From an optimization exercise on the open Yosys and OpenROAD flow, aimed at small area; shortcuts taken in it are not production practice. Function was checked by simulation only, so behaviour that the tests miss may differ from the original. Power figures rest on the tool's default switching activity, not on a simulated workload.

## flow/run.sh

```bash
#!/bin/bash
# synth_recipe.tcl (not shown) runs the flow's synth.tcl, then flattens the netlist and writes it again
# the make line also repeats each setting of config.mk as NAME=value (left out here)
make -C /OpenROAD-flow-scripts/flow DESIGN_CONFIG=/design/flow/config.mk WORK_HOME=/design/flow/orfs CLKGATE_MAP_FILE= SYNTH_SCRIPT=/design/flow/synth_recipe.tcl finish
```

## flow/config.mk

```make
export PLATFORM = sky130hd
export DESIGN_NAME = A7_vga_top
export DESIGN_NICKNAME = A7_vga_top
export VERILOG_FILES = /design/flow/design.v
export SDC_FILE = /design/flow/constraint.sdc
export NUM_CORES = 8
export LEC_CHECK = 0
export ABC_AREA = 1
export CAP_MARGIN = 20
export CORE_MARGIN = 2
export CORE_UTILIZATION = 40
export SLEW_MARGIN = 20
export SYNTH_MEMORY_MAX_BITS = 65536
```

## flow/constraint.sdc

```tcl
create_clock -name core_clock -period 11.0 [get_ports {ClkPort}]
set_input_delay 2.2000 -clock core_clock [delete_from_list [all_inputs] [get_ports {ClkPort}]]
set_output_delay 2.2000 -clock core_clock [all_outputs]
set_load 0.01 [all_outputs]
```

## flow/design.v

```verilog
`timescale 1ns / 1ps
module display_controller(
  input  wire       clk,
  input  wire       rst,
  output reg [15:0] cnt,       
  output reg [9:0]  hp,
  output reg [3:0]  vcell,
  output reg [5:0]  vpix,
  output wire       hSync,
  output wire       vSync,
  output wire       bright
);
  wire tick = (cnt[1:0] == 2'b00);    
  always @(posedge clk)
    if (rst) cnt <= 16'd0;
    else     cnt <= cnt + 16'd1;
  wire h_end = (hp == 10'd655);                       
  wire v_end = (vcell == 4'd10) && (vpix == 6'd9);    
  always @(posedge clk)
    if (rst) begin
      hp    <= 10'd880;        
      vcell <= 4'd15;          
      vpix  <= 6'd13;
    end else if (tick) begin
      if (!h_end)
        hp <= hp + 10'd1;
      else begin
        hp <= 10'd880;
        if (v_end) begin
          vcell <= 4'd15;
          vpix  <= 6'd13;
        end else if (vpix == 6'd47) begin
          vcell <= vcell + 4'd1;
          vpix  <= 6'd0;
        end else
          vpix <= vpix + 6'd1;
      end
    end
  assign hSync = (hp >= 10'd880) && (hp < 10'd976);
  assign vSync = (vcell == 4'd15) && (vpix < 6'd15);
  assign bright = (hp != 10'd0) && (hp <= 10'd640) &&
                  ((vcell < 4'd10) || (vcell == 4'd10 && vpix == 6'd0));
endmodule
`timescale 1ns / 1ps
module cursor_controller(
  input  wire       clk,
  input  wire       rst,
  input  wire       sample_tick,
  input  wire       btn_l,
  input  wire       btn_r,
  input  wire       btn_u,
  input  wire       btn_d,
  output reg  [3:0] col,
  output reg  [3:0] row,
  output wire [3:0] next_col,    
  output wire [3:0] next_row
);
  reg [2:0] l_hist, r_hist, u_hist, d_hist;
  reg l_deb, r_deb, u_deb, d_deb;
  reg l_prev, r_prev, u_prev, d_prev;
  always @(posedge clk) begin
    if (rst) begin
      l_hist <= 0; r_hist <= 0; u_hist <= 0; d_hist <= 0;
      l_prev <= 0; r_prev <= 0; u_prev <= 0; d_prev <= 0;
      l_deb <= 0; r_deb <= 0; u_deb <= 0; d_deb <= 0;
    end else if (sample_tick) begin
      l_hist <= {l_hist[1:0], btn_l};
      r_hist <= {r_hist[1:0], btn_r};
      u_hist <= {u_hist[1:0], btn_u};
      d_hist <= {d_hist[1:0], btn_d};
      l_prev <= l_deb; r_prev <= r_deb; u_prev <= u_deb; d_prev <= d_deb;
      l_deb <= &l_hist; r_deb <= &r_hist; u_deb <= &u_hist; d_deb <= &d_hist;
    end
  end
  wire l_edge = l_deb & ~l_prev;
  wire r_edge = r_deb & ~r_prev;
  wire u_edge = u_deb & ~u_prev;
  wire d_edge = d_deb & ~d_prev;
  wire [3:0] mv_col = (l_edge && col != 4'd0) ? col - 4'd1 :
                      (r_edge && col != 4'd9) ? col + 4'd1 : col;
  wire [3:0] mv_row = (u_edge && row != 4'd0) ? row - 4'd1 :
                      (d_edge && row != 4'd9) ? row + 4'd1 : row;
  assign next_col = rst ? 4'd0 : sample_tick ? mv_col : col;
  assign next_row = rst ? 4'd0 : sample_tick ? mv_row : row;
  always @(posedge clk) begin
    col <= next_col;
    row <= next_row;
  end
endmodule
`timescale 1ns / 1ps
module sprite_rom(
  input  wire [5:0] dy,
  input  wire [5:0] dx,
  output wire [3:0] shade
);
  wire n_new_n17;
  wire n_new_n18;
  wire n_new_n19;
  wire n_new_n20;
  wire n_new_n21;
  wire n_new_n22;
  wire n_new_n23;
  wire n_new_n24;
  wire n_new_n25;
  wire n_new_n26;
  wire n_new_n27;
  wire n_new_n28;
  wire n_new_n29;
  wire n_new_n30;
  wire n_new_n31;
  wire n_new_n32;
  wire n_new_n33;
  wire n_new_n34;
  wire n_new_n35;
  wire n_new_n36;
  wire n_new_n37;
  wire n_new_n38;
  wire n_new_n39;
  wire n_new_n40;
  wire n_new_n41;
  wire n_new_n42;
  wire n_new_n43;
  wire n_new_n44;
  wire n_new_n45;
  wire n_new_n46;
  wire n_new_n47;
  wire n_new_n48;
  wire n_new_n49;
  wire n_new_n50;
  wire n_new_n51;
  wire n_new_n52;
  wire n_new_n53;
  wire n_new_n54;
  wire n_new_n55;
  wire n_new_n56;
  wire n_new_n57;
  wire n_new_n58;
  wire n_new_n59;
  wire n_new_n60;
  wire n_new_n61;
  wire n_new_n62;
  wire n_new_n63;
  wire n_new_n64;
  wire n_new_n65;
  wire n_new_n66;
  wire n_new_n67;
  wire n_new_n68;
  wire n_new_n69;
  wire n_new_n70;
  wire n_new_n71;
  wire n_new_n72;
  wire n_new_n73;
  wire n_new_n74;
  wire n_new_n75;
  wire n_new_n76;
  wire n_new_n77;
  wire n_new_n78;
  wire n_new_n79;
  wire n_new_n80;
  wire n_new_n81;
  wire n_new_n82;
  wire n_new_n83;
  wire n_new_n84;
  wire n_new_n85;
  wire n_new_n86;
  wire n_new_n87;
  wire n_new_n88;
  wire n_new_n89;
  wire n_new_n90;
  wire n_new_n91;
  wire n_new_n92;
  wire n_new_n93;
  wire n_new_n94;
  wire n_new_n95;
  wire n_new_n96;
  wire n_new_n97;
  wire n_new_n98;
  wire n_new_n99;
  wire n_new_n100;
  wire n_new_n101;
  wire n_new_n102;
  wire n_new_n103;
  wire n_new_n104;
  wire n_new_n105;
  wire n_new_n106;
  wire n_new_n107;
  wire n_new_n108;
  wire n_new_n109;
  wire n_new_n110;
  wire n_new_n111;
  wire n_new_n113;
  wire n_new_n114;
  wire n_new_n115;
  wire n_new_n116;
  wire n_new_n117;
  wire n_new_n118;
  wire n_new_n119;
  wire n_new_n120;
  wire n_new_n121;
  wire n_new_n122;
  wire n_new_n123;
  wire n_new_n124;
  wire n_new_n125;
  wire n_new_n126;
  wire n_new_n127;
  wire n_new_n128;
  wire n_new_n129;
  wire n_new_n130;
  wire n_new_n131;
  wire n_new_n132;
  wire n_new_n133;
  wire n_new_n134;
  wire n_new_n135;
  wire n_new_n136;
  wire n_new_n137;
  wire n_new_n138;
  wire n_new_n139;
  wire n_new_n140;
  wire n_new_n141;
  wire n_new_n142;
  wire n_new_n143;
  wire n_new_n144;
  wire n_new_n145;
  wire n_new_n146;
  wire n_new_n147;
  wire n_new_n148;
  wire n_new_n149;
  wire n_new_n150;
  wire n_new_n151;
  wire n_new_n152;
  wire n_new_n153;
  wire n_new_n154;
  wire n_new_n155;
  wire n_new_n156;
  wire n_new_n157;
  wire n_new_n158;
  wire n_new_n159;
  wire n_new_n160;
  wire n_new_n161;
  wire n_new_n162;
  wire n_new_n163;
  wire n_new_n164;
  wire n_new_n165;
  wire n_new_n166;
  wire n_new_n167;
  wire n_new_n168;
  wire n_new_n169;
  wire n_new_n170;
  wire n_new_n171;
  wire n_new_n172;
  wire n_new_n173;
  wire n_new_n174;
  wire n_new_n175;
  wire n_new_n176;
  wire n_new_n177;
  wire n_new_n178;
  wire n_new_n179;
  wire n_new_n180;
  wire n_new_n181;
  wire n_new_n182;
  wire n_new_n183;
  wire n_new_n184;
  wire n_new_n185;
  wire n_new_n186;
  wire n_new_n187;
  wire n_new_n188;
  wire n_new_n189;
  wire n_new_n190;
  wire n_new_n191;
  wire n_new_n192;
  wire n_new_n193;
  wire n_new_n194;
  wire n_new_n195;
  wire n_new_n196;
  wire n_new_n197;
  wire n_new_n198;
  wire n_new_n199;
  wire n_new_n200;
  wire n_new_n201;
  wire n_new_n202;
  wire n_new_n203;
  wire n_new_n204;
  wire n_new_n205;
  wire n_new_n206;
  wire n_new_n207;
  wire n_new_n208;
  wire n_new_n209;
  wire n_new_n210;
  wire n_new_n211;
  wire n_new_n212;
  wire n_new_n213;
  wire n_new_n214;
  wire n_new_n215;
  wire n_new_n216;
  wire n_new_n217;
  wire n_new_n218;
  wire n_new_n219;
  wire n_new_n220;
  wire n_new_n221;
  wire n_new_n222;
  wire n_new_n223;
  wire n_new_n224;
  wire n_new_n225;
  wire n_new_n226;
  wire n_new_n227;
  wire n_new_n228;
  wire n_new_n229;
  wire n_new_n230;
  wire n_new_n231;
  wire n_new_n232;
  wire n_new_n233;
  wire n_new_n234;
  wire n_new_n235;
  wire n_new_n236;
  wire n_new_n237;
  wire n_new_n238;
  wire n_new_n239;
  wire n_new_n240;
  wire n_new_n241;
  wire n_new_n242;
  wire n_new_n243;
  wire n_new_n244;
  wire n_new_n245;
  wire n_new_n246;
  wire n_new_n247;
  wire n_new_n248;
  wire n_new_n249;
  wire n_new_n250;
  wire n_new_n251;
  wire n_new_n252;
  wire n_new_n253;
  wire n_new_n254;
  wire n_new_n255;
  wire n_new_n256;
  wire n_new_n257;
  wire n_new_n258;
  wire n_new_n259;
  wire n_new_n260;
  wire n_new_n261;
  wire n_new_n262;
  wire n_new_n263;
  wire n_new_n264;
  wire n_new_n265;
  wire n_new_n266;
  wire n_new_n267;
  wire n_new_n268;
  wire n_new_n269;
  wire n_new_n270;
  wire n_new_n271;
  wire n_new_n272;
  wire n_new_n273;
  wire n_new_n275;
  wire n_new_n276;
  wire n_new_n277;
  wire n_new_n278;
  wire n_new_n279;
  wire n_new_n280;
  wire n_new_n281;
  wire n_new_n282;
  wire n_new_n283;
  wire n_new_n284;
  wire n_new_n285;
  wire n_new_n286;
  wire n_new_n287;
  wire n_new_n288;
  wire n_new_n289;
  wire n_new_n290;
  wire n_new_n291;
  wire n_new_n292;
  wire n_new_n293;
  wire n_new_n294;
  wire n_new_n295;
  wire n_new_n296;
  wire n_new_n297;
  wire n_new_n298;
  wire n_new_n299;
  wire n_new_n300;
  wire n_new_n301;
  wire n_new_n302;
  wire n_new_n303;
  wire n_new_n304;
  wire n_new_n305;
  wire n_new_n306;
  wire n_new_n307;
  wire n_new_n308;
  wire n_new_n309;
  wire n_new_n310;
  wire n_new_n311;
  wire n_new_n312;
  wire n_new_n313;
  wire n_new_n314;
  wire n_new_n315;
  wire n_new_n316;
  wire n_new_n317;
  wire n_new_n318;
  wire n_new_n319;
  wire n_new_n320;
  wire n_new_n321;
  wire n_new_n322;
  wire n_new_n323;
  wire n_new_n324;
  wire n_new_n325;
  wire n_new_n326;
  wire n_new_n327;
  wire n_new_n328;
  wire n_new_n329;
  wire n_new_n330;
  wire n_new_n331;
  wire n_new_n332;
  wire n_new_n333;
  wire n_new_n334;
  wire n_new_n335;
  wire n_new_n336;
  wire n_new_n337;
  wire n_new_n338;
  wire n_new_n339;
  wire n_new_n341;
  wire n_new_n342;
  wire n_new_n343;
  wire n_new_n344;
  wire n_new_n345;
  wire n_new_n346;
  wire n_new_n347;
  wire n_new_n348;
  wire n_new_n349;
  wire n_new_n350;
  wire n_new_n351;
  wire n_new_n352;
  wire n_new_n353;
  wire n_new_n354;
  wire n_new_n355;
  wire n_new_n356;
  wire n_new_n357;
  wire n_new_n358;
  wire n_new_n359;
  wire n_new_n360;
  wire n_new_n361;
  wire n_new_n362;
  wire n_new_n363;
  wire n_new_n364;
  wire n_new_n365;
  wire n_new_n366;
  wire n_new_n367;
  wire n_new_n368;
  wire n_new_n369;
  wire n_new_n370;
  wire n_new_n371;
  wire n_new_n372;
  wire n_new_n373;
  wire n_new_n374;
  wire n_new_n375;
  wire n_new_n376;
  wire n_new_n377;
  wire n_new_n378;
  wire n_new_n379;
  wire n_new_n380;
  wire n_new_n381;
  wire n_new_n382;
  wire n_new_n383;
  wire n_new_n384;
  wire n_new_n385;
  wire n_new_n386;
  wire n_new_n387;
  wire n_new_n388;
  wire n_new_n389;
  wire n_new_n390;
  wire n_new_n391;
  wire n_new_n392;
  wire n_new_n393;
  wire n_new_n394;
  wire n_new_n395;
  wire n_new_n396;
  wire n_new_n397;
  wire n_new_n398;
  wire n_new_n399;
  wire n_new_n400;
  wire n_new_n401;
  wire n_new_n402;
  wire n_new_n403;
  wire n_new_n404;
  wire n_new_n405;
  wire n_new_n406;
  wire n_new_n407;
  wire n_new_n408;
  wire n_new_n409;
  wire n_new_n410;
  wire n_new_n411;
  wire n_new_n412;
  wire n_new_n413;
  wire n_new_n414;
  wire n_new_n415;
  wire n_new_n416;
  assign n_new_n17 = (~dy[5] & dy[4]);
  assign n_new_n18 = (dy[5] & dy[3]);
  assign n_new_n19 = (~dy[5] & ~dy[3]);
  assign n_new_n20 = (~n_new_n18 & ~n_new_n19);
  assign n_new_n21 = (~n_new_n17 & ~n_new_n20);
  assign n_new_n22 = (~dy[3] & ~dy[2]);
  assign n_new_n23 = (dy[3] & dy[2]);
  assign n_new_n24 = (~n_new_n22 & ~n_new_n23);
  assign n_new_n25 = (~n_new_n21 & ~n_new_n24);
  assign n_new_n26 = (dy[2] & ~dy[1]);
  assign n_new_n27 = (dx[4] & ~dx[3]);
  assign n_new_n28 = (~n_new_n26 & n_new_n27);
  assign n_new_n29 = (~dx[4] & dx[3]);
  assign n_new_n30 = (dx[0] & n_new_n29);
  assign n_new_n31 = (~n_new_n28 & ~n_new_n30);
  assign n_new_n32 = (n_new_n25 & ~n_new_n31);
  assign n_new_n33 = (dx[5] & ~dx[3]);
  assign n_new_n34 = (~dx[5] & dx[3]);
  assign n_new_n35 = (dx[0] & n_new_n34);
  assign n_new_n36 = (~n_new_n33 & ~n_new_n35);
  assign n_new_n37 = (n_new_n24 & ~n_new_n26);
  assign n_new_n38 = (~n_new_n17 & n_new_n37);
  assign n_new_n39 = (~n_new_n36 & n_new_n38);
  assign n_new_n40 = (~n_new_n32 & ~n_new_n39);
  assign n_new_n41 = (~dx[1] & ~n_new_n40);
  assign n_new_n42 = (~dx[1] & ~dx[0]);
  assign n_new_n43 = (n_new_n29 & ~n_new_n42);
  assign n_new_n44 = (dx[5] & dx[4]);
  assign n_new_n45 = (~dx[5] & ~dx[4]);
  assign n_new_n46 = (~n_new_n17 & ~n_new_n45);
  assign n_new_n47 = (~n_new_n44 & n_new_n46);
  assign n_new_n48 = (~dy[3] & ~dy[0]);
  assign n_new_n49 = (dy[3] & dy[0]);
  assign n_new_n50 = (~n_new_n48 & ~n_new_n49);
  assign n_new_n51 = (dx[1] & dx[0]);
  assign n_new_n52 = (n_new_n50 & ~n_new_n51);
  assign n_new_n53 = (n_new_n47 & n_new_n52);
  assign n_new_n54 = (~n_new_n43 & ~n_new_n53);
  assign n_new_n55 = (dy[0] & dx[0]);
  assign n_new_n56 = (n_new_n17 & ~n_new_n55);
  assign n_new_n57 = (dx[1] & n_new_n20);
  assign n_new_n58 = (~n_new_n56 & n_new_n57);
  assign n_new_n59 = (~n_new_n54 & ~n_new_n58);
  assign n_new_n60 = (dx[5] & ~n_new_n37);
  assign n_new_n61 = (dx[4] & n_new_n37);
  assign n_new_n62 = (~n_new_n60 & ~n_new_n61);
  assign n_new_n63 = (n_new_n50 & n_new_n62);
  assign n_new_n64 = (~dx[1] & n_new_n27);
  assign n_new_n65 = (~n_new_n63 & n_new_n64);
  assign n_new_n66 = (~n_new_n59 & ~n_new_n65);
  assign n_new_n67 = (n_new_n26 & ~n_new_n66);
  assign n_new_n68 = (~n_new_n17 & n_new_n20);
  assign n_new_n69 = (dy[4] & ~dy[3]);
  assign n_new_n70 = (~dy[5] & ~n_new_n69);
  assign n_new_n71 = (~dy[2] & ~n_new_n70);
  assign n_new_n72 = (dy[2] & dy[1]);
  assign n_new_n73 = (n_new_n70 & n_new_n72);
  assign n_new_n74 = (~n_new_n71 & ~n_new_n73);
  assign n_new_n75 = (~n_new_n68 & n_new_n74);
  assign n_new_n76 = (dx[3] & dx[1]);
  assign n_new_n77 = (~dx[0] & ~n_new_n44);
  assign n_new_n78 = (n_new_n76 & n_new_n77);
  assign n_new_n79 = (~n_new_n62 & n_new_n78);
  assign n_new_n80 = (~n_new_n75 & n_new_n79);
  assign n_new_n81 = (~n_new_n67 & ~n_new_n80);
  assign n_new_n82 = (~n_new_n41 & n_new_n81);
  assign n_new_n83 = (dx[2] & ~n_new_n82);
  assign n_new_n84 = (dx[2] & n_new_n76);
  assign n_new_n85 = (~dy[1] & n_new_n69);
  assign n_new_n86 = (n_new_n75 & ~n_new_n85);
  assign n_new_n87 = (n_new_n45 & ~n_new_n86);
  assign n_new_n88 = (dy[1] & n_new_n24);
  assign n_new_n89 = (n_new_n68 & n_new_n88);
  assign n_new_n90 = (~n_new_n87 & ~n_new_n89);
  assign n_new_n91 = (~dy[5] & dy[0]);
  assign n_new_n92 = (dy[5] & ~dy[0]);
  assign n_new_n93 = (~n_new_n91 & ~n_new_n92);
  assign n_new_n94 = (~n_new_n90 & ~n_new_n93);
  assign n_new_n95 = (~n_new_n50 & ~n_new_n75);
  assign n_new_n96 = (n_new_n26 & ~n_new_n95);
  assign n_new_n97 = (~n_new_n94 & ~n_new_n96);
  assign n_new_n98 = (~n_new_n84 & ~n_new_n97);
  assign n_new_n99 = (dx[2] & ~n_new_n42);
  assign n_new_n100 = (n_new_n17 & n_new_n27);
  assign n_new_n101 = (~n_new_n99 & n_new_n100);
  assign n_new_n102 = (dy[0] & ~dx[2]);
  assign n_new_n103 = (~n_new_n51 & n_new_n102);
  assign n_new_n104 = (n_new_n101 & ~n_new_n103);
  assign n_new_n105 = (~dx[3] & ~dx[2]);
  assign n_new_n106 = (n_new_n47 & ~n_new_n105);
  assign n_new_n107 = (~dx[2] & n_new_n27);
  assign n_new_n108 = (~n_new_n20 & n_new_n107);
  assign n_new_n109 = (~n_new_n106 & ~n_new_n108);
  assign n_new_n110 = (~n_new_n104 & n_new_n109);
  assign n_new_n111 = (n_new_n98 & ~n_new_n110);
  assign shade[3] = ~((~n_new_n83 & ~n_new_n111));
  assign n_new_n113 = (~dy[2] & dy[1]);
  assign n_new_n114 = (dy[0] & n_new_n113);
  assign n_new_n115 = (~dy[4] & dy[3]);
  assign n_new_n116 = (~n_new_n69 & ~n_new_n115);
  assign n_new_n117 = (~dy[5] & n_new_n116);
  assign n_new_n118 = (n_new_n27 & n_new_n117);
  assign n_new_n119 = (~dy[5] & dx[3]);
  assign n_new_n120 = (n_new_n47 & n_new_n119);
  assign n_new_n121 = (~n_new_n118 & ~n_new_n120);
  assign n_new_n122 = (n_new_n114 & ~n_new_n121);
  assign n_new_n123 = (~dx[2] & ~n_new_n122);
  assign n_new_n124 = (~n_new_n70 & n_new_n93);
  assign n_new_n125 = (~n_new_n68 & ~n_new_n124);
  assign n_new_n126 = (n_new_n17 & ~n_new_n50);
  assign n_new_n127 = (n_new_n21 & ~n_new_n93);
  assign n_new_n128 = (~n_new_n126 & ~n_new_n127);
  assign n_new_n129 = (n_new_n125 & n_new_n128);
  assign n_new_n130 = (~dx[4] & n_new_n93);
  assign n_new_n131 = (~n_new_n129 & ~n_new_n130);
  assign n_new_n132 = (~dx[5] & dx[0]);
  assign n_new_n133 = (n_new_n131 & ~n_new_n132);
  assign n_new_n134 = (dx[3] & ~n_new_n133);
  assign n_new_n135 = (n_new_n33 & n_new_n131);
  assign n_new_n136 = (~n_new_n134 & ~n_new_n135);
  assign n_new_n137 = (~n_new_n81 & ~n_new_n136);
  assign n_new_n138 = (dy[5] & dy[0]);
  assign n_new_n139 = (dy[5] & ~dy[3]);
  assign n_new_n140 = (dx[5] & ~n_new_n139);
  assign n_new_n141 = (~n_new_n138 & ~n_new_n140);
  assign n_new_n142 = (~dx[1] & ~n_new_n141);
  assign n_new_n143 = (n_new_n29 & ~n_new_n142);
  assign n_new_n144 = (dx[5] & n_new_n68);
  assign n_new_n145 = (n_new_n27 & ~n_new_n144);
  assign n_new_n146 = (n_new_n128 & n_new_n145);
  assign n_new_n147 = (~dx[1] & n_new_n146);
  assign n_new_n148 = (~n_new_n143 & ~n_new_n147);
  assign n_new_n149 = (~n_new_n137 & n_new_n148);
  assign n_new_n150 = (n_new_n26 & n_new_n125);
  assign n_new_n151 = (~dx[5] & n_new_n27);
  assign n_new_n152 = (n_new_n25 & n_new_n151);
  assign n_new_n153 = (~n_new_n150 & n_new_n152);
  assign n_new_n154 = (n_new_n26 & n_new_n146);
  assign n_new_n155 = (~dy[5] & n_new_n114);
  assign n_new_n156 = (~dx[0] & n_new_n155);
  assign n_new_n157 = (~n_new_n37 & ~n_new_n156);
  assign n_new_n158 = (~n_new_n17 & n_new_n33);
  assign n_new_n159 = (~dx[4] & n_new_n158);
  assign n_new_n160 = (~n_new_n157 & n_new_n159);
  assign n_new_n161 = (~n_new_n154 & ~n_new_n160);
  assign n_new_n162 = (~n_new_n153 & n_new_n161);
  assign n_new_n163 = (dx[0] & ~n_new_n94);
  assign n_new_n164 = (~n_new_n162 & n_new_n163);
  assign n_new_n165 = (~n_new_n81 & n_new_n164);
  assign n_new_n166 = (~dy[0] & dx[0]);
  assign n_new_n167 = (~dx[5] & ~dx[0]);
  assign n_new_n168 = (n_new_n17 & ~n_new_n167);
  assign n_new_n169 = (~n_new_n166 & n_new_n168);
  assign n_new_n170 = (~n_new_n17 & n_new_n167);
  assign n_new_n171 = (dy[0] & n_new_n18);
  assign n_new_n172 = (dx[1] & ~n_new_n171);
  assign n_new_n173 = (~n_new_n170 & n_new_n172);
  assign n_new_n174 = (~n_new_n169 & n_new_n173);
  assign n_new_n175 = (~n_new_n129 & n_new_n174);
  assign n_new_n176 = (n_new_n26 & ~n_new_n175);
  assign n_new_n177 = (~n_new_n165 & n_new_n176);
  assign n_new_n178 = (~n_new_n149 & n_new_n177);
  assign n_new_n179 = (~dx[4] & dx[0]);
  assign n_new_n180 = (n_new_n50 & n_new_n179);
  assign n_new_n181 = (dx[5] & ~n_new_n180);
  assign n_new_n182 = (n_new_n29 & ~n_new_n129);
  assign n_new_n183 = (~dy[0] & ~n_new_n20);
  assign n_new_n184 = (~dy[3] & n_new_n55);
  assign n_new_n185 = (~n_new_n183 & ~n_new_n184);
  assign n_new_n186 = (n_new_n27 & ~n_new_n185);
  assign n_new_n187 = (dy[3] & ~dx[0]);
  assign n_new_n188 = (dx[3] & n_new_n92);
  assign n_new_n189 = (~n_new_n187 & n_new_n188);
  assign n_new_n190 = (n_new_n121 & ~n_new_n189);
  assign n_new_n191 = (~n_new_n186 & n_new_n190);
  assign n_new_n192 = (~n_new_n182 & n_new_n191);
  assign n_new_n193 = (~n_new_n181 & ~n_new_n192);
  assign n_new_n194 = (n_new_n26 & ~n_new_n193);
  assign n_new_n195 = (~dx[4] & ~dx[0]);
  assign n_new_n196 = (n_new_n33 & n_new_n171);
  assign n_new_n197 = (dx[3] & ~n_new_n93);
  assign n_new_n198 = (~n_new_n196 & ~n_new_n197);
  assign n_new_n199 = (n_new_n195 & ~n_new_n198);
  assign n_new_n200 = (~dy[0] & ~n_new_n121);
  assign n_new_n201 = (~n_new_n199 & ~n_new_n200);
  assign n_new_n202 = (dy[0] & n_new_n121);
  assign n_new_n203 = (n_new_n131 & n_new_n202);
  assign n_new_n204 = (~n_new_n201 & ~n_new_n203);
  assign n_new_n205 = (n_new_n194 & ~n_new_n204);
  assign n_new_n206 = (~n_new_n24 & ~n_new_n114);
  assign n_new_n207 = (dy[1] & ~dx[0]);
  assign n_new_n208 = (~n_new_n206 & ~n_new_n207);
  assign n_new_n209 = (~n_new_n22 & ~n_new_n138);
  assign n_new_n210 = (~n_new_n20 & n_new_n209);
  assign n_new_n211 = (~n_new_n208 & ~n_new_n210);
  assign n_new_n212 = (~n_new_n17 & ~n_new_n195);
  assign n_new_n213 = (~n_new_n211 & n_new_n212);
  assign n_new_n214 = (~n_new_n32 & ~n_new_n213);
  assign n_new_n215 = (n_new_n34 & ~n_new_n214);
  assign n_new_n216 = (~n_new_n150 & n_new_n187);
  assign n_new_n217 = (n_new_n24 & ~n_new_n155);
  assign n_new_n218 = (dy[2] & dx[0]);
  assign n_new_n219 = (~n_new_n217 & ~n_new_n218);
  assign n_new_n220 = (n_new_n121 & n_new_n219);
  assign n_new_n221 = (~n_new_n216 & n_new_n220);
  assign n_new_n222 = (dx[5] & n_new_n221);
  assign n_new_n223 = (~n_new_n215 & ~n_new_n222);
  assign n_new_n224 = (~n_new_n29 & n_new_n221);
  assign n_new_n225 = (~n_new_n223 & ~n_new_n224);
  assign n_new_n226 = (~dy[2] & ~n_new_n122);
  assign n_new_n227 = (~n_new_n94 & ~n_new_n226);
  assign n_new_n228 = (~n_new_n225 & ~n_new_n227);
  assign n_new_n229 = (~n_new_n164 & n_new_n228);
  assign n_new_n230 = (~n_new_n205 & ~n_new_n229);
  assign n_new_n231 = (~dx[1] & n_new_n18);
  assign n_new_n232 = (n_new_n34 & n_new_n231);
  assign n_new_n233 = (~n_new_n230 & n_new_n232);
  assign n_new_n234 = (n_new_n41 & ~n_new_n164);
  assign n_new_n235 = (dx[1] & ~n_new_n195);
  assign n_new_n236 = (~n_new_n90 & ~n_new_n235);
  assign n_new_n237 = (~dy[5] & ~dy[4]);
  assign n_new_n238 = (~dy[0] & ~dx[5]);
  assign n_new_n239 = (~n_new_n237 & n_new_n238);
  assign n_new_n240 = (n_new_n26 & ~n_new_n91);
  assign n_new_n241 = (~n_new_n239 & n_new_n240);
  assign n_new_n242 = (n_new_n78 & n_new_n241);
  assign n_new_n243 = (~n_new_n236 & ~n_new_n242);
  assign n_new_n244 = (n_new_n34 & ~n_new_n243);
  assign n_new_n245 = (n_new_n76 & n_new_n195);
  assign n_new_n246 = (n_new_n94 & n_new_n245);
  assign n_new_n247 = (~n_new_n42 & n_new_n155);
  assign n_new_n248 = (~n_new_n122 & ~n_new_n247);
  assign n_new_n249 = (dx[3] & ~n_new_n142);
  assign n_new_n250 = (n_new_n47 & ~n_new_n249);
  assign n_new_n251 = (dy[3] & ~dx[5]);
  assign n_new_n252 = (~dx[1] & ~n_new_n251);
  assign n_new_n253 = (n_new_n29 & n_new_n116);
  assign n_new_n254 = (~n_new_n252 & n_new_n253);
  assign n_new_n255 = (n_new_n99 & ~n_new_n254);
  assign n_new_n256 = (~n_new_n250 & n_new_n255);
  assign n_new_n257 = (~n_new_n248 & ~n_new_n256);
  assign n_new_n258 = (~n_new_n246 & ~n_new_n257);
  assign n_new_n259 = (~n_new_n244 & n_new_n258);
  assign n_new_n260 = (~n_new_n234 & n_new_n259);
  assign n_new_n261 = (~n_new_n233 & n_new_n260);
  assign n_new_n262 = (~n_new_n178 & n_new_n261);
  assign n_new_n263 = (~n_new_n123 & ~n_new_n262);
  assign n_new_n264 = (~n_new_n58 & n_new_n101);
  assign n_new_n265 = (~dx[3] & n_new_n42);
  assign n_new_n266 = (dy[3] & ~dx[4]);
  assign n_new_n267 = (n_new_n265 & n_new_n266);
  assign n_new_n268 = (n_new_n93 & ~n_new_n267);
  assign n_new_n269 = (~n_new_n109 & n_new_n268);
  assign n_new_n270 = (~n_new_n264 & ~n_new_n269);
  assign n_new_n271 = (n_new_n264 & n_new_n269);
  assign n_new_n272 = (~n_new_n270 & ~n_new_n271);
  assign n_new_n273 = (n_new_n98 & n_new_n272);
  assign shade[2] = ~((~n_new_n263 & ~n_new_n273));
  assign n_new_n275 = (~n_new_n128 & n_new_n194);
  assign n_new_n276 = (n_new_n158 & n_new_n275);
  assign n_new_n277 = (n_new_n162 & ~n_new_n276);
  assign n_new_n278 = (n_new_n51 & ~n_new_n277);
  assign n_new_n279 = (dy[2] & ~dy[0]);
  assign n_new_n280 = (~n_new_n117 & n_new_n279);
  assign n_new_n281 = (~n_new_n26 & ~n_new_n280);
  assign n_new_n282 = (~n_new_n48 & n_new_n237);
  assign n_new_n283 = (~n_new_n281 & ~n_new_n282);
  assign n_new_n284 = (n_new_n109 & ~n_new_n264);
  assign n_new_n285 = (n_new_n283 & ~n_new_n284);
  assign n_new_n286 = (~dx[2] & ~n_new_n285);
  assign n_new_n287 = (~n_new_n278 & n_new_n286);
  assign n_new_n288 = (~n_new_n119 & ~n_new_n138);
  assign n_new_n289 = (dx[0] & n_new_n115);
  assign n_new_n290 = (n_new_n50 & ~n_new_n289);
  assign n_new_n291 = (~dy[1] & ~n_new_n290);
  assign n_new_n292 = (dy[4] & n_new_n166);
  assign n_new_n293 = (~dy[3] & ~n_new_n292);
  assign n_new_n294 = (dy[1] & ~n_new_n293);
  assign n_new_n295 = (~n_new_n291 & ~n_new_n294);
  assign n_new_n296 = (dy[1] & ~n_new_n119);
  assign n_new_n297 = (~n_new_n295 & ~n_new_n296);
  assign n_new_n298 = (~n_new_n288 & ~n_new_n297);
  assign n_new_n299 = (n_new_n288 & ~n_new_n295);
  assign n_new_n300 = (~n_new_n29 & ~n_new_n47);
  assign n_new_n301 = (dy[2] & ~n_new_n300);
  assign n_new_n302 = (~n_new_n299 & n_new_n301);
  assign n_new_n303 = (~n_new_n298 & n_new_n302);
  assign n_new_n304 = (dx[0] & n_new_n114);
  assign n_new_n305 = (n_new_n118 & n_new_n304);
  assign n_new_n306 = (~n_new_n303 & ~n_new_n305);
  assign n_new_n307 = (dx[5] & ~n_new_n306);
  assign n_new_n308 = (n_new_n161 & ~n_new_n225);
  assign n_new_n309 = (~n_new_n307 & n_new_n308);
  assign n_new_n310 = (~dx[1] & ~n_new_n309);
  assign n_new_n311 = (n_new_n250 & ~n_new_n265);
  assign n_new_n312 = (n_new_n29 & n_new_n138);
  assign n_new_n313 = (~dx[1] & ~n_new_n27);
  assign n_new_n314 = (~n_new_n312 & n_new_n313);
  assign n_new_n315 = (dy[3] & dx[5]);
  assign n_new_n316 = (~dy[5] & ~n_new_n48);
  assign n_new_n317 = (~n_new_n315 & n_new_n316);
  assign n_new_n318 = (~dy[1] & dx[1]);
  assign n_new_n319 = (~n_new_n317 & n_new_n318);
  assign n_new_n320 = (~n_new_n314 & ~n_new_n319);
  assign n_new_n321 = (~dx[0] & ~n_new_n320);
  assign n_new_n322 = (n_new_n139 & ~n_new_n314);
  assign n_new_n323 = (~n_new_n42 & ~n_new_n143);
  assign n_new_n324 = (~n_new_n322 & ~n_new_n323);
  assign n_new_n325 = (~n_new_n321 & n_new_n324);
  assign n_new_n326 = (~n_new_n311 & ~n_new_n325);
  assign n_new_n327 = (n_new_n283 & ~n_new_n326);
  assign n_new_n328 = (n_new_n47 & n_new_n217);
  assign n_new_n329 = (n_new_n64 & n_new_n167);
  assign n_new_n330 = (~n_new_n245 & ~n_new_n329);
  assign n_new_n331 = (~n_new_n75 & ~n_new_n330);
  assign n_new_n332 = (~n_new_n328 & n_new_n331);
  assign n_new_n333 = (n_new_n44 & n_new_n265);
  assign n_new_n334 = (n_new_n150 & n_new_n333);
  assign n_new_n335 = (dx[2] & ~n_new_n242);
  assign n_new_n336 = (~n_new_n334 & n_new_n335);
  assign n_new_n337 = (~n_new_n332 & n_new_n336);
  assign n_new_n338 = (~n_new_n327 & n_new_n337);
  assign n_new_n339 = (~n_new_n310 & n_new_n338);
  assign shade[1] = (~n_new_n287 & ~n_new_n339);
  assign n_new_n341 = (~dy[5] & ~n_new_n34);
  assign n_new_n342 = (n_new_n326 & n_new_n341);
  assign n_new_n343 = (~dy[4] & ~dx[5]);
  assign n_new_n344 = (dy[2] & ~dx[4]);
  assign n_new_n345 = (~n_new_n18 & n_new_n344);
  assign n_new_n346 = (~n_new_n343 & n_new_n345);
  assign n_new_n347 = (~n_new_n342 & n_new_n346);
  assign n_new_n348 = (~n_new_n295 & n_new_n347);
  assign n_new_n349 = (~dx[1] & ~n_new_n348);
  assign n_new_n350 = (dx[5] & ~n_new_n75);
  assign n_new_n351 = (~n_new_n275 & ~n_new_n350);
  assign n_new_n352 = (dx[4] & ~dx[0]);
  assign n_new_n353 = (~dy[5] & n_new_n217);
  assign n_new_n354 = (n_new_n211 & n_new_n353);
  assign n_new_n355 = (~n_new_n352 & ~n_new_n354);
  assign n_new_n356 = (~n_new_n351 & ~n_new_n355);
  assign n_new_n357 = (n_new_n26 & ~n_new_n138);
  assign n_new_n358 = (n_new_n47 & n_new_n357);
  assign n_new_n359 = (~n_new_n356 & ~n_new_n358);
  assign n_new_n360 = (~dx[3] & ~n_new_n359);
  assign n_new_n361 = (n_new_n88 & n_new_n126);
  assign n_new_n362 = (~dx[0] & ~n_new_n93);
  assign n_new_n363 = (n_new_n150 & ~n_new_n362);
  assign n_new_n364 = (~n_new_n361 & ~n_new_n363);
  assign n_new_n365 = (n_new_n29 & ~n_new_n364);
  assign n_new_n366 = (~n_new_n360 & ~n_new_n365);
  assign n_new_n367 = (~n_new_n349 & ~n_new_n366);
  assign n_new_n368 = (n_new_n48 & n_new_n133);
  assign n_new_n369 = (dx[5] & n_new_n92);
  assign n_new_n370 = (~n_new_n179 & ~n_new_n352);
  assign n_new_n371 = (n_new_n369 & n_new_n370);
  assign n_new_n372 = (~n_new_n368 & ~n_new_n371);
  assign n_new_n373 = (~dx[3] & ~n_new_n372);
  assign n_new_n374 = (~dy[3] & n_new_n215);
  assign n_new_n375 = (~n_new_n22 & ~n_new_n72);
  assign n_new_n376 = (~n_new_n152 & ~n_new_n375);
  assign n_new_n377 = (~n_new_n374 & n_new_n376);
  assign n_new_n378 = (~n_new_n164 & n_new_n377);
  assign n_new_n379 = (~n_new_n373 & n_new_n378);
  assign n_new_n380 = (dx[1] & ~n_new_n275);
  assign n_new_n381 = (n_new_n230 & ~n_new_n380);
  assign n_new_n382 = (~n_new_n379 & n_new_n381);
  assign n_new_n383 = (dx[5] & n_new_n246);
  assign n_new_n384 = (~n_new_n221 & ~n_new_n383);
  assign n_new_n385 = (n_new_n347 & ~n_new_n384);
  assign n_new_n386 = (n_new_n22 & n_new_n27);
  assign n_new_n387 = (~n_new_n29 & ~n_new_n386);
  assign n_new_n388 = (~dx[5] & ~dx[1]);
  assign n_new_n389 = (~n_new_n387 & n_new_n388);
  assign n_new_n390 = (~n_new_n75 & n_new_n389);
  assign n_new_n391 = (dx[2] & ~n_new_n390);
  assign n_new_n392 = (~n_new_n385 & n_new_n391);
  assign n_new_n393 = (~n_new_n382 & n_new_n392);
  assign n_new_n394 = (~n_new_n367 & n_new_n393);
  assign n_new_n395 = (n_new_n217 & n_new_n283);
  assign n_new_n396 = (~n_new_n217 & ~n_new_n283);
  assign n_new_n397 = (~dx[5] & ~n_new_n396);
  assign n_new_n398 = (~n_new_n395 & n_new_n397);
  assign n_new_n399 = (dx[5] & n_new_n17);
  assign n_new_n400 = (n_new_n279 & n_new_n399);
  assign n_new_n401 = (n_new_n51 & ~n_new_n400);
  assign n_new_n402 = (~n_new_n398 & n_new_n401);
  assign n_new_n403 = (n_new_n150 & ~n_new_n402);
  assign n_new_n404 = (~dy[0] & n_new_n26);
  assign n_new_n405 = (n_new_n75 & ~n_new_n404);
  assign n_new_n406 = (n_new_n402 & ~n_new_n405);
  assign n_new_n407 = (~n_new_n361 & ~n_new_n406);
  assign n_new_n408 = (~n_new_n403 & n_new_n407);
  assign n_new_n409 = (n_new_n27 & ~n_new_n408);
  assign n_new_n410 = (dx[3] & n_new_n358);
  assign n_new_n411 = (~dx[2] & ~n_new_n410);
  assign n_new_n412 = (~n_new_n409 & n_new_n411);
  assign n_new_n413 = (~n_new_n394 & ~n_new_n412);
  assign n_new_n414 = (n_new_n51 & n_new_n105);
  assign n_new_n415 = (~n_new_n131 & n_new_n414);
  assign n_new_n416 = (n_new_n327 & n_new_n415);
  assign shade[0] = ~((~n_new_n413 & ~n_new_n416));
endmodule
`timescale 1ns / 1ps
module game_state(
  input  wire       clk,
  input  wire       rst,           
  input  wire       reset,         
  input  wire       btn_c,         
  input  wire       sample_tick,   
  input  wire [3:0] sprite_row,    
  input  wire [3:0] sprite_col,    
  input  wire [3:0] next_row,      
  input  wire [3:0] next_col,
  input  wire       show_answer,   
  input  wire [3:0] disp_row,      
  input  wire [3:0] disp_col,
  output wire [1:0] disp_status,   
  output reg  [3:0] turns_left,
  output wire [2:0] ships_remaining
);
  reg  [99:0] bombed;
  reg  [4:0]  sunk;
  reg  [2:0]  pat;             
  reg  [2:0]  patternIndex;
  reg         reset_d, btnc_d;
  reg         cur_bombed, beam_bombed;
  wire [4:0]  allhit;
  wire        clr = rst | reset;
  function [4:0] shipvec;   
    input [2:0] p; input [3:0] r; input [3:0] c;
    begin
      shipvec[0] = (p == 3'd0 && r == 4'd1 && c >= 4'd1 && c <= 4'd6)
        || (p == 3'd1 && r == 4'd0 && c >= 4'd0 && c <= 4'd5)
        || (p == 3'd2 && r >= 4'd0 && r <= 4'd5 && c == 4'd0)
        || (p == 3'd3 && r == 4'd9 && c >= 4'd4 && c <= 4'd9)
        || (p == 3'd4 && r >= 4'd0 && r <= 4'd5 && c == 4'd9);
      shipvec[1] = (p == 3'd0 && r >= 4'd3 && r <= 4'd7 && c == 4'd3)
        || (p == 3'd1 && r >= 4'd2 && r <= 4'd6 && c == 4'd2)
        || (p == 3'd2 && r == 4'd7 && c >= 4'd2 && c <= 4'd6)
        || (p == 3'd3 && r >= 4'd0 && r <= 4'd4 && c == 4'd3)
        || (p == 3'd4 && r == 4'd0 && c >= 4'd2 && c <= 4'd6);
      shipvec[2] = (p == 3'd0 && r == 4'd5 && c >= 4'd5 && c <= 4'd9)
        || (p == 3'd1 && r == 4'd8 && c >= 4'd4 && c <= 4'd8)
        || (p == 3'd2 && r >= 4'd2 && r <= 4'd6 && c == 4'd9)
        || (p == 3'd3 && r == 4'd6 && c >= 4'd0 && c <= 4'd4)
        || (p == 3'd4 && r >= 4'd3 && r <= 4'd7 && c == 4'd4);
      shipvec[3] = (p == 3'd0 && r >= 4'd0 && r <= 4'd2 && c == 4'd8)
        || (p == 3'd1 && r >= 4'd0 && r <= 4'd2 && c == 4'd9)
        || (p == 3'd2 && r == 4'd0 && c >= 4'd7 && c <= 4'd9)
        || (p == 3'd3 && r >= 4'd0 && r <= 4'd2 && c == 4'd7)
        || (p == 3'd4 && r == 4'd8 && c >= 4'd0 && c <= 4'd2);
      shipvec[4] = (p == 3'd0 && r >= 4'd7 && r <= 4'd9 && c == 4'd0)
        || (p == 3'd1 && r >= 4'd7 && r <= 4'd9 && c == 4'd0)
        || (p == 3'd2 && r == 4'd9 && c >= 4'd0 && c <= 4'd2)
        || (p == 3'd3 && r >= 4'd0 && r <= 4'd2 && c == 4'd0)
        || (p == 3'd4 && r == 4'd2 && c >= 4'd0 && c <= 4'd2);
    end
  endfunction
  always @(posedge clk)
    if (rst) reset_d <= 1'b0;
    else     reset_d <= reset;
  wire reset_rise = reset && !reset_d;
  always @(posedge clk)
    if (rst)
      patternIndex <= 3'd0;
    else if (reset_rise)
      patternIndex <= (patternIndex == 3'd4) ? 3'd0 : patternIndex + 3'd1;
  always @(posedge clk)
    if (rst) btnc_d <= 1'b0;
    else     btnc_d <= btn_c;
  wire bomb_edge = btn_c && !btnc_d;
  wire all_sunk = &sunk;
  wire [3:0] rd_row = sample_tick ? next_row : disp_row;
  wire [3:0] rd_col = sample_tick ? next_col : disp_col;
  wire [9:0] rrs, rcs, wrs, wcs;
  genvar gi;
  generate for (gi = 0; gi < 10; gi = gi + 1) begin : dec
    assign rrs[gi] = (rd_row == gi);
    assign rcs[gi] = (rd_col == gi);
    assign wrs[gi] = (sprite_row == gi);
    assign wcs[gi] = (sprite_col == gi);
  end endgenerate
  wire [9:0] rowbits;
  generate for (gi = 0; gi < 10; gi = gi + 1) begin : rd
    assign rowbits[gi] = |(bombed[gi*10 +: 10] & rcs);
  end endgenerate
  wire rd_bit = |(rowbits & rrs);
  wire cur_ship = |shipvec(pat, sprite_row, sprite_col);
  wire fire = bomb_edge && (turns_left != 4'd0) && !all_sunk && !cur_bombed;
  wire cur_stays = (next_row == sprite_row) && (next_col == sprite_col);
  wire cur_on_beam = (disp_row == sprite_row) && (disp_col == sprite_col);
  always @(posedge clk) begin
    if (clr) begin
      cur_bombed  <= 1'b0;
      beam_bombed <= 1'b0;
    end else begin
      if (sample_tick) cur_bombed <= rd_bit | (fire & cur_stays);
      else             cur_bombed <= cur_bombed | fire;
      beam_bombed <= rd_bit | (fire & cur_on_beam);
    end
  end
  generate for (gi = 0; gi < 100; gi = gi + 1) begin : bcell
    always @(posedge clk)
      bombed[gi] <= !clr && (bombed[gi] || (fire && wrs[gi / 10] && wcs[gi % 10]));
  end endgenerate
  always @(posedge clk) begin
    if (clr) begin
      turns_left <= 4'd15;
      sunk       <= 5'd0;
      pat        <= rst ? 3'd0 : patternIndex;
    end else begin
      if (fire && !cur_ship)
        turns_left <= turns_left - 4'd1;
      sunk <= sunk | allhit;
    end
  end
  assign allhit[0] = (pat == 3'd0 && bombed[11] && bombed[12] && bombed[13] && bombed[14] && bombed[15] && bombed[16])
      || (pat == 3'd1 && bombed[0] && bombed[1] && bombed[2] && bombed[3] && bombed[4] && bombed[5])
      || (pat == 3'd2 && bombed[0] && bombed[10] && bombed[20] && bombed[30] && bombed[40] && bombed[50])
      || (pat == 3'd3 && bombed[94] && bombed[95] && bombed[96] && bombed[97] && bombed[98] && bombed[99])
      || (pat == 3'd4 && bombed[9] && bombed[19] && bombed[29] && bombed[39] && bombed[49] && bombed[59]);
  assign allhit[1] = (pat == 3'd0 && bombed[33] && bombed[43] && bombed[53] && bombed[63] && bombed[73])
      || (pat == 3'd1 && bombed[22] && bombed[32] && bombed[42] && bombed[52] && bombed[62])
      || (pat == 3'd2 && bombed[72] && bombed[73] && bombed[74] && bombed[75] && bombed[76])
      || (pat == 3'd3 && bombed[3] && bombed[13] && bombed[23] && bombed[33] && bombed[43])
      || (pat == 3'd4 && bombed[2] && bombed[3] && bombed[4] && bombed[5] && bombed[6]);
  assign allhit[2] = (pat == 3'd0 && bombed[55] && bombed[56] && bombed[57] && bombed[58] && bombed[59])
      || (pat == 3'd1 && bombed[84] && bombed[85] && bombed[86] && bombed[87] && bombed[88])
      || (pat == 3'd2 && bombed[29] && bombed[39] && bombed[49] && bombed[59] && bombed[69])
      || (pat == 3'd3 && bombed[60] && bombed[61] && bombed[62] && bombed[63] && bombed[64])
      || (pat == 3'd4 && bombed[34] && bombed[44] && bombed[54] && bombed[64] && bombed[74]);
  assign allhit[3] = (pat == 3'd0 && bombed[8] && bombed[18] && bombed[28])
      || (pat == 3'd1 && bombed[9] && bombed[19] && bombed[29])
      || (pat == 3'd2 && bombed[7] && bombed[8] && bombed[9])
      || (pat == 3'd3 && bombed[7] && bombed[17] && bombed[27])
      || (pat == 3'd4 && bombed[80] && bombed[81] && bombed[82]);
  assign allhit[4] = (pat == 3'd0 && bombed[70] && bombed[80] && bombed[90])
      || (pat == 3'd1 && bombed[70] && bombed[80] && bombed[90])
      || (pat == 3'd2 && bombed[90] && bombed[91] && bombed[92])
      || (pat == 3'd3 && bombed[0] && bombed[10] && bombed[20])
      || (pat == 3'd4 && bombed[20] && bombed[21] && bombed[22]);
  assign ships_remaining = 3'd5 - (sunk[0] + sunk[1] + sunk[2] + sunk[3] + sunk[4]);
  wire [4:0] d_vec = shipvec(pat, disp_row, disp_col);
  wire d_ship = |d_vec;
  wire d_bombed = sample_tick ? beam_bombed : rd_bit;
  wire d_sunk = |(d_vec & sunk);
  assign disp_status =
      (show_answer && !all_sunk && d_ship) ? 2'b11 :
      !d_bombed ? 2'b00 :
      !d_ship   ? 2'b01 :
      d_sunk    ? 2'b11 : 2'b10;
endmodule
`timescale 1ns / 1ps
module renderer(
  input  wire        bright,
  input  wire        in_grid,
  input  wire        on_line,       
  input  wire        in_sprite,
  input  wire [3:0]  sprite_shade,  
  input  wire [1:0]  status,
  output reg  [11:0] rgb
);
  always @(*) begin
    if (!bright)
      rgb = 12'h000;
    else if (in_sprite && sprite_shade != 4'd0)
      rgb = {sprite_shade, sprite_shade, 4'hF};
    else if (on_line)
      rgb = 12'hFFF;
    else if (!in_grid)
      rgb = 12'h00F;
    else
      case (status)
        2'b00: rgb = 12'h00F;    
        2'b01: rgb = 12'h888;    
        2'b10: rgb = 12'h000;    
        default: rgb = 12'hF00;  
      endcase
  end
endmodule
`timescale 1ns / 1ps
module ssd_controller(
  input  wire       sel,               
  input  wire [3:0] turns_left,
  input  wire [2:0] ships_remaining,
  output wire [7:0] anode,
  output reg  [6:0] ssdOut
);
  wire [3:0] val = sel ? turns_left : {1'b0, ships_remaining};
  assign anode = sel ? 8'b11111110 : 8'b11101111;
  always @(*)
    case (val)
      4'h0: ssdOut = 7'b1000000;
      4'h1: ssdOut = 7'b1111001;
      4'h2: ssdOut = 7'b0100100;
      4'h3: ssdOut = 7'b0110000;
      4'h4: ssdOut = 7'b0011001;
      4'h5: ssdOut = 7'b0010010;
      4'h6: ssdOut = 7'b0000010;
      4'h7: ssdOut = 7'b1111000;
      4'h8: ssdOut = 7'b0000000;
      4'h9: ssdOut = 7'b0010000;
      4'hA: ssdOut = 7'b0001000;
      4'hB: ssdOut = 7'b0000011;
      4'hC: ssdOut = 7'b1000110;
      4'hD: ssdOut = 7'b0100001;
      4'hE: ssdOut = 7'b0000110;
      default: ssdOut = 7'b0001110;
    endcase
endmodule
`timescale 1ns / 1ps
module A7_vga_top(
  input  wire        ClkPort,
  input  wire        rst,             
  input  wire        BtnL, BtnR, BtnU, BtnD, BtnC,
  input  wire        SW0,             
  input  wire        SW1,
  output wire        hSync, vSync,
  output wire [3:0]  vgaR, vgaG, vgaB,
  output wire [7:0]  Anodes,
  output wire [6:0]  Segs,
  output wire        QuadSpiFlashCS
);
  wire [15:0] cnt;
  wire [9:0]  hp;
  wire [3:0]  vcell;
  wire [5:0]  vpix;
  wire        bright;
  display_controller dc(
    .clk(ClkPort), .rst(rst), .cnt(cnt), .hp(hp), .vcell(vcell), .vpix(vpix),
    .hSync(hSync), .vSync(vSync), .bright(bright)
  );
  wire [3:0] cur_row, cur_col, nxt_row, nxt_col;
  wire       sample_tick = (cnt[9:0] == 10'd0);
  cursor_controller cursor_control(
    .clk(ClkPort), .rst(rst), .sample_tick(sample_tick),
    .btn_l(BtnL), .btn_r(BtnR), .btn_u(BtnU), .btn_d(BtnD),
    .col(cur_col), .row(cur_row), .next_col(nxt_col), .next_row(nxt_row)
  );
  wire [3:0] gcol = hp[9:6];
  wire       in_grid = bright && (hp < 10'd640) && (vcell < 4'd10);
  wire       on_line = in_grid && ((hp[5:0] == 6'd0) || (vpix == 6'd0));
  wire       in_sprite = bright && (gcol == cur_col) && (vcell == cur_row);
  wire [3:0] shade;
  reg  [3:0] shade_q;
  sprite_rom rom(.dy(vpix), .dx(hp[5:0]), .shade(shade));
  always @(posedge ClkPort)
    if (rst) shade_q <= 4'd0;
    else     shade_q <= in_sprite ? shade : 4'd0;
  wire [1:0] status;
  wire [3:0] turns_left;
  wire [2:0] ships_remaining;
  game_state gs(
    .clk(ClkPort), .rst(rst), .reset(SW0), .btn_c(BtnC),
    .sample_tick(sample_tick),
    .sprite_row(cur_row), .sprite_col(cur_col),
    .next_row(nxt_row), .next_col(nxt_col), .show_answer(SW1),
    .disp_row(vcell), .disp_col(gcol), .disp_status(status),
    .turns_left(turns_left), .ships_remaining(ships_remaining)
  );
  wire [11:0] rgb_pix;
  renderer rdr(
    .bright(bright), .in_grid(in_grid), .on_line(on_line),
    .in_sprite(in_sprite), .sprite_shade(shade_q), .status(status),
    .rgb(rgb_pix)
  );
  assign vgaR = rgb_pix[11:8];
  assign vgaG = rgb_pix[7:4];
  assign vgaB = rgb_pix[3:0];
  ssd_controller ssd(
    .sel(cnt[15]), .turns_left(turns_left), .ships_remaining(ships_remaining),
    .anode(Anodes), .ssdOut(Segs)
  );
  assign QuadSpiFlashCS = 1'b1;
endmodule
```

==> impl_metrics.py <==
metrics = {
    "outcome": {
        "status": "no timing/DRC/antenna violations",
    },
    "pwr": {
        "p_seq_share_pct": 44.4,
        "pwr-share-comb_pct": 13.5,
        "switchingPower_mw": 0.467,
        "switching_share_pct": 29.3,
        "p_int_mw": 1.12,
        "cellLeakagePower_nw": 5.31,
        "power_density_mw_per_mm2": 120,
        "irDropWorstVdd_mv": 0.130,
        "power_frac_clock_pct": 42.0,
    },
    "timing": {
        "final.period_utilization_pct": 78.1,
        "slew_headroom_pct": 29.0,
        "min_period_ns": 8.59,
        "fmax_mhz": 116,
        "setup_violations": 0,
        "fin_setup_tns_ns": 0,
        "worstMarginPinSlew_ns": 1.06,
        "finalHoldViolCount": 0,
        "rsz0062_at_grt": "no",
        "drv_slew": 0,
        "final.setup_skew_ns": 0.00969,
    },
    "worst_setup_path": {
        "r2r_setup_slack_ns": 6.93,
        "critPathLaunchType": "primary input",
        "crit_path_end_kind": "primary output",
        "cp_data_arrival_time_ns": 6.39,
        "crit_type": "primary input to primary output",
        "cpPeakStageDelay_ns": 0.54,
        "crit_slowest_cell": "clkdlybuf4s50_1",
        "cp.required_ns": 8.80,
        "crit_path_frequent_cell": "nand2_1",
        "cp_max_fo": 40,
    },
    "clocking": {
        "cts_tree": "done",
        "post-cts-setup-buffers": 0,
        "cts_sinks": 187,
        "cts_hold_buffers": 0,
        "cts_buffers": 17,
        "cts_max_level": 4,
        "ctsRootBufferMaster": "clkbuf_16",
        "clock_latency_ns": 0.44,
        "ctsResizeCount": 0,
        "clk_pin_slew_ns": 0.07,
        "cts_buffer_depth": 2,
    },
    "placed_design": {
        "portBuffers": 31,
        "place_hpwl_um": 30600,
        "gp_congestion": 0.972,
    },
    "global_route": {
        "grt_usage_pct": 26.6,
        "grt_pass1_wl_um": 65200,
        "grt_pass1_vias": 11500,
        "grt_overflow": 0,
        "antenna_found_initial": 0,
        "grt_max_degree": 65,
    },
    "synth": {
        "ys.warnings.count": 6,
        "ys.flop_type": "dfxtp_1",
        "synthCells": 1871,
        "seq_area_frac_synth_pct": 31.1,
        "synth.cell_area_mm2": 0.0121,
        "syn_area_per_cell_um2": 6.48,
        "synth_seq_cells": 187,
        "synth_cell_types": 67,
        "synth-edff-count": 3,
        "synthArstFlopShare_pct": 0,
    },
    "floorplanning": {
        "die_area_mm2": 0.0317,
        "placementRows": 63,
        "dieHeight_um": 178,
        "fp.coreArea_mm2": 0.0297,
        "io_pins": 39,
        "start_util_pct": 40.8,
        "die_x_um": 178,
    },
    "final_layout": {
        "layout.nets": 1920,
        "synthToLayoutAreaGrowth_pct": 9.57,
        "antennaDiodeCount": 0,
        "final_core_util_pct": 44.7,
        "drive_gt1_share_pct": 5.55,
        "final_common_cell": "nand2_1",
        "layout_common_cells": "nand2_1 (374), inv_1 (277), a21oi_1 (185)",
    },
    "drt": {
        "vias_per_cell": 5.62,
        "wl_per_cell_um": 18.6,
        "firstDrtPassIters": 8,
        "drc": 0,
        "vias": 12700,
        "drtAntennaViolNets": 0,
        "wl_um": 42100,
        "drtIter0Drc": 1562,
    },
    "worst_hold_path": {
        "hold_class": "flop to flop",
    },
    "flow_run": {
        "drv_cap": 0,
    },
}
-- metrics by stage --
stage / hold slack (ns) / std cells / area, um^2 / worst slack (ns) / power [mW]
2_1_floorplan: 0.414 / 1877 / 12100 / 4.40 / 0.873
3_3_place_gp: 0.431 / 2233 / 12700 / 2.61 / 0.933
3_5_place_dp: 0.443 / 2233 / 12700 / 2.47 / 0.933
4_1_cts: 0.453 / 2263 / 13300 / 2.46 / 1.59
5_1_grt: 0.467 / 2263 / 13300 / 2.02 / 1.64
6_report: 0.455 / 2263 / 13300 / 2.41 / 1.59
-- synth_stat cells (all sizes together) (7+ instances only) --
cell	n	area share (%)
nand2	392	13
inv	289	9.0
nor2	189	6.3
a21oi	186	7.7
dfxtp	184	30
o21ai	122	5.1
nand3	113	4.9
nand4	78	4.0
ha	48	5.0
nor3	48	2.2
clkbuf	45	1.4
buf	41	2.3
nor4	15	0.77
o211ai	11	0.68
o22ai	11	0.57
xnor2	7	0.51
xor2	7	0.51
-- worst max-delay path, delay by kind of cell --
family | cells | cell delay, ns
buffers and inverters | 7 | 2.27
and+or+nand+nor | 18 | 1.86
-- per-layer routing --
layer	part of all wire (%)	GRT usage (%)	up-vias
li1	-	-	6162
met1	47	38.4	5853
met2	41	38.2	609
met3	9.9	6.95	90
met4	2.6	8.95	0
met5	0	0	-
-- cell families (layout without fill, tap and decap cells) --
group | count (synthesis) | count (layout) | share of synthesized area [%]
and+or+nand+nor | 851 | 851 | 31.8
AOI/OAI and AO/OA | 389 | 389 | 18.1
buffers and inverters | 380 | 376 | 12.8
DFF | 187 | 187 | 31.1
adders and majority gates | 49 | 49 | 5.12
xor gates and xnor gates | 14 | 14 | 1.01
other | 1 | 7 | 0.0310
-- sequential cells by signal, indices dropped and copies added (netlist names), 4 cells and up --
signal              cells
gs.bombed             100
dc.cnt                 16
dc.hp                  10
dc.vpix                 6
gs.sunk                 5
cursor_control.col      4
cursor_control.row      4
dc.vcell                4
gs.turns_left           4
shade_q                 4
-- area by class of cell --
cell class	instances	area, um^2
timing repair buffer	52	468
clock buffer	18	429
fill	3070	16400
inverter	294	1110
clock inverter	12	188
tap	390	488
multi-input combinational	1310	6820
sequential	187	3770
-- final timing paths --
check / from / to / depth (start not counted)
min reg2reg: gs.bombed[36]$_DFF_P_ / gs.bombed[36]$_DFF_P_ / 2
max reg2reg: dc.cnt[0]$_SDFF_PP0_ / gs.cur_bombed$_SDFF_PN0_ / 23
max: rst / vgaG[3] / 25
min: gs.bombed[36]$_DFF_P_ / gs.bombed[36]$_DFF_P_ / 2
-- power groups by stage --
| stage | logic, mW | registers [mW] | clock network [mW] |
|---|---|---|---|
| 2_1_floorplan | 0.159 | 0.714 | 0 |
| 3_3_place_gp | 0.210 | 0.723 | 0 |
| 3_5_place_dp | 0.211 | 0.723 | 0 |
| 4_1_cts | 0.211 | 0.707 | 0.676 |
| 5_1_grt | 0.234 | 0.709 | 0.700 |
| 6_report | 0.215 | 0.707 | 0.669 |

## re-timing with driven ports
How much do the figures lean on ideal ports? The routed layout below was timed once more, with nothing changed but the port constraints. Step 1 assumes that a clkbuf_16 drives the clock port and a buf_2 every other input. Step 2, shift: input delay + t, output delay - t, t = (earliest + latest rising clock arrival at the registers) / 2. This alone moves slack from input paths to output paths. Three values: ideal ports, drivers, drivers and shift; two values: the first two.
t, ns: 0.485
setup slack, ns: 2.410 / 2.387 / 2.387
latest minus earliest clock arrival (ns): 0.010 / 0.010
After both steps setup and hold are still met in this run. For this run, drivers alone change the setup slack by -0.023 ns; drivers and shift together by -0.023 ns.
